Source: an optimization exercise on an open RTL-to-GDS flow (aim: small area, a short achievable clock period and few clock cycles). Production flows keep margins and buffers that such runs may drop.
Power and IR drop assume default switching activity.

maple:
==> flow/design.v <==
module SimpleCPU(clk,rst,wrEn,data_fromRAM,addr_toRAM,data_toRAM,pCounter);
parameter SIZE = 13;
input clk,rst;
input wire [15:0] data_fromRAM;
output reg wrEn;
output reg [15:0] data_toRAM;
output reg [SIZE-1:0] addr_toRAM;
output reg [SIZE-1:0] pCounter;
localparam OP_ADD = 3'd0, OP_NAND = 3'd1, OP_SRL = 3'd2, OP_LT = 3'd3,
           OP_BZ = 3'd4, OP_CP2W = 3'd5, OP_CPFW = 3'd6, OP_MUL = 3'd7;
localparam S_F = 3'd0, S_I = 3'd1, S_E = 3'd2, S_D = 3'd3, S_M = 3'd4;
localparam MR = 2;
reg [2:0] state, stateNxt;
reg [2:0] op, opNxt;
reg [15:0] W, WNxt;
reg [15:0] opnd, acc;
reg [12:0] pcNxt;
wire [15:0] d = data_fromRAM;
wire [2:0] dOp = d[15:13];
wire dZero = ~|d[12:0];
wire wNZ = |W;
wire [12:0] pcInc = pCounter + 13'd1;
wire isLT = (op == OP_LT);
wire [16:0] sum = {1'b0, W} + {1'b0, d ^ {16{isLT}}} + {16'd0, isLT};
wire [3:0] sh = d[3:0];
wire shLeft = d[4];
wire shZero = (|d[15:5]) | (shLeft & ~|sh);
wire [15:0] shIn, shOut, shRes;
genvar k;
generate for (k = 0; k < 16; k = k + 1) begin : rev
    assign shIn[k] = shLeft ? W[15-k] : W[k];
    assign shRes[k] = shLeft ? shOut[15-k] : shOut[k];
end endgenerate
assign shOut = shIn >> sh;
wire inM = (state == S_M);
wire [15:0] mB = opnd;
wire [15:0] mAcc = acc;
reg [15:0] mSum;
integer j;
always @(*) begin
    mSum = mAcc;
    for (j = 0; j < MR; j = j + 1)
        mSum = mSum + ((W << j) & {16{mB[j]}});
end
wire [15:0] mBRest = mB >> MR;
wire [15:0] mWRest = W << MR;
wire mDone = ~|mBRest | ~|mWRest;
reg [15:0] alu;
always @(*) begin
    case (op)
        OP_ADD:  alu = sum[15:0];
        OP_NAND: alu = ~(W & d);
        OP_SRL:  alu = shZero ? 16'd0 : shRes;
        OP_LT:   alu = {15'd0, ~sum[16]};
        default: alu = d;
    endcase
end
always @(*) begin
    stateNxt = state;
    opNxt = op;
    WNxt = W;
    pcNxt = pCounter;
    wrEn = 1'b0;
    data_toRAM = W;
    addr_toRAM = pcInc;
    case (state)
        S_F: begin
            opNxt = dOp;
            if (dOp == OP_BZ && wNZ) begin
                pcNxt = pcInc;
            end else begin
                addr_toRAM = {d[12:3], d[2] | dZero, d[1:0]};
                if (dZero)
                    stateNxt = S_I;
                else if (dOp == OP_CPFW) begin
                    wrEn = 1'b1;
                    pcNxt = pcInc;
                    stateNxt = S_D;
                end else
                    stateNxt = S_E;
            end
        end
        S_I: begin
            addr_toRAM = d[12:0];
            if (op == OP_CPFW) begin
                wrEn = 1'b1;
                pcNxt = pcInc;
                stateNxt = S_D;
            end else
                stateNxt = S_E;
        end
        S_E: begin
            if (op == OP_BZ) begin
                addr_toRAM = d[12:0];
                pcNxt = d[12:0];
                stateNxt = S_F;
            end else if (op == OP_MUL) begin
                stateNxt = S_M;
            end else begin
                WNxt = alu;
                pcNxt = pcInc;
                stateNxt = S_F;
            end
        end
        S_M: begin
            if (mDone) begin
                WNxt = mSum;
                pcNxt = pcInc;
                stateNxt = S_F;
            end else
                WNxt = mWRest;
        end
        default: begin  
            addr_toRAM = pCounter;
            stateNxt = S_F;
        end
    endcase
    if (rst) begin
        stateNxt = S_D;
        WNxt = 16'd0;
        pcNxt = 13'd0;
    end
end
always @(posedge clk) begin
    state <= stateNxt;
    op <= opNxt;
    W <= WNxt;
    pCounter <= pcNxt;
    opnd <= inM ? mBRest : d;
    acc <= inM ? mSum : 16'd0;
end
endmodule
==> flow/config.mk <==
export PLATFORM = sky130hd
export DESIGN_NAME = SimpleCPU
export DESIGN_NICKNAME = SimpleCPU
export VERILOG_FILES = /design/flow/design.v
export SDC_FILE = /design/flow/constraint.sdc
export NUM_CORES = 4
export LEC_CHECK = 0
export ABC_AREA = 1
export CAP_MARGIN = 20
export CORE_MARGIN = 2
export CORE_UTILIZATION = 40
export PLACE_DENSITY = 0.6
export SETUP_SLACK_MARGIN = 4.5
export SLEW_MARGIN = 20
==> flow/constraint.sdc <==
create_clock -name core_clock -period 10.0 [get_ports {clk}]
set_input_delay 2.0000 -clock core_clock [delete_from_list [all_inputs] [get_ports {clk}]]
set_output_delay 2.0000 -clock core_clock [all_outputs]
set_load 0.01 [all_outputs]
standard.sh (not shown) runs the stock make flow with config.mk's settings and CLKGATE_MAP_FILE= SYNTH_SCRIPT=/design/flow/synth_recipe.tcl, a recipe that flattens the netlist after the stock synthesis.
==> flow/flow/run.sh <==
#!/bin/bash
# The standard layout (the standard.sh, standard synthesis unchanged), with
# buf_2 cells instead of the default port buffers; make's output goes to
# standard.log and each ORFS step logs under orfs/logs/.
export BUFFER_PORTS_ARGS="-buffer_cell sky130_fd_sc_hd__buf_2"
bash standard.sh > standard.log 2>&1
maple ended with every stage complete and zero timing, DRC or antenna violations.
The inputs of cedar differ from those of maple as listed below.
- swapping 40 for 60 in CORE_UTILIZATION
- swapping 0.6 for 0.75 in PLACE_DENSITY
--- outcome ---
cedar finished end to end and its layout was clean on timing, DRC and antenna.
Floorplan die width, cedar vs maple: down by more than 10%
maple was routed with fewer vias than cedar.
In cedar the power turned out 0.031 mW higher than in maple.
Per the comparison of cedar with maple, final instance count without filler cells moved down; sequential share of layout area moved up.
Against maple, cedar reports a clock period minus final worst setup slack that is higher.
Of the two values seen for top layer reached by signal wires, met4 was produced by maple and met5 by cedar.
Function was not checked in any run of this note: the RTL went through the layout flow alone.

* * *

// SimpleCPU: RTL as listed in full above, without the edits since
clock: 10.0 ns
lec_check: 0
abc_area: 1
cap_margin: 20
core_margin: 2
core_utilization: 40
place_density: 0.6
setup_slack_margin: 4.75
slew_margin: 20
Scripts as last shown in full above: flow/flow/run.sh
Change:
- SETUP_SLACK_MARGIN: 4.75 -> 5
Result: Final cell count went up by 1.5%. Wire length went up by 5.0%. Global-route usage went up by 0.81 points. Critical path depth went down by 1. Clock-buffer cell count stays the same. Register-to-register slack stays flat. First-iteration DRC count went down by 5.7%.
Function was not checked in any run of this note: the RTL went through the layout flow alone.

==> what the ideal ports hide <==
No port has a modelled driver above. Below, the same layouts with a new extraction and two added sets of constraints. Step 1 sets driving cells, clkbuf_16 on the clock port and buf_2 on the other inputs (assumed; they add their load-dependent delay and slew). Step 2 also shifts input and output timing later by t, the mid clock arrival at the registers, as if the neighbouring blocks saw the same clock. Three values: ideal ports, drivers, drivers and shift; two values: the first two.
| run | t (ns) | slack for setup (ns) | worst setup path at the end |
|---|---|---|---|
| maple | 0.385 | 4.579 / 4.545 / 4.545 | input to output |
| cedar | 0.393 | 4.512 / 4.492 / 4.492 | input to output |
| the first run of note 2 | 0.389 | 4.795 / 4.749 / 4.749 | input to output |
| the second run of note 2 | 0.391 | 4.821 / 4.775 / 4.775 | input to output |
After both steps every run listed still meets setup and hold.
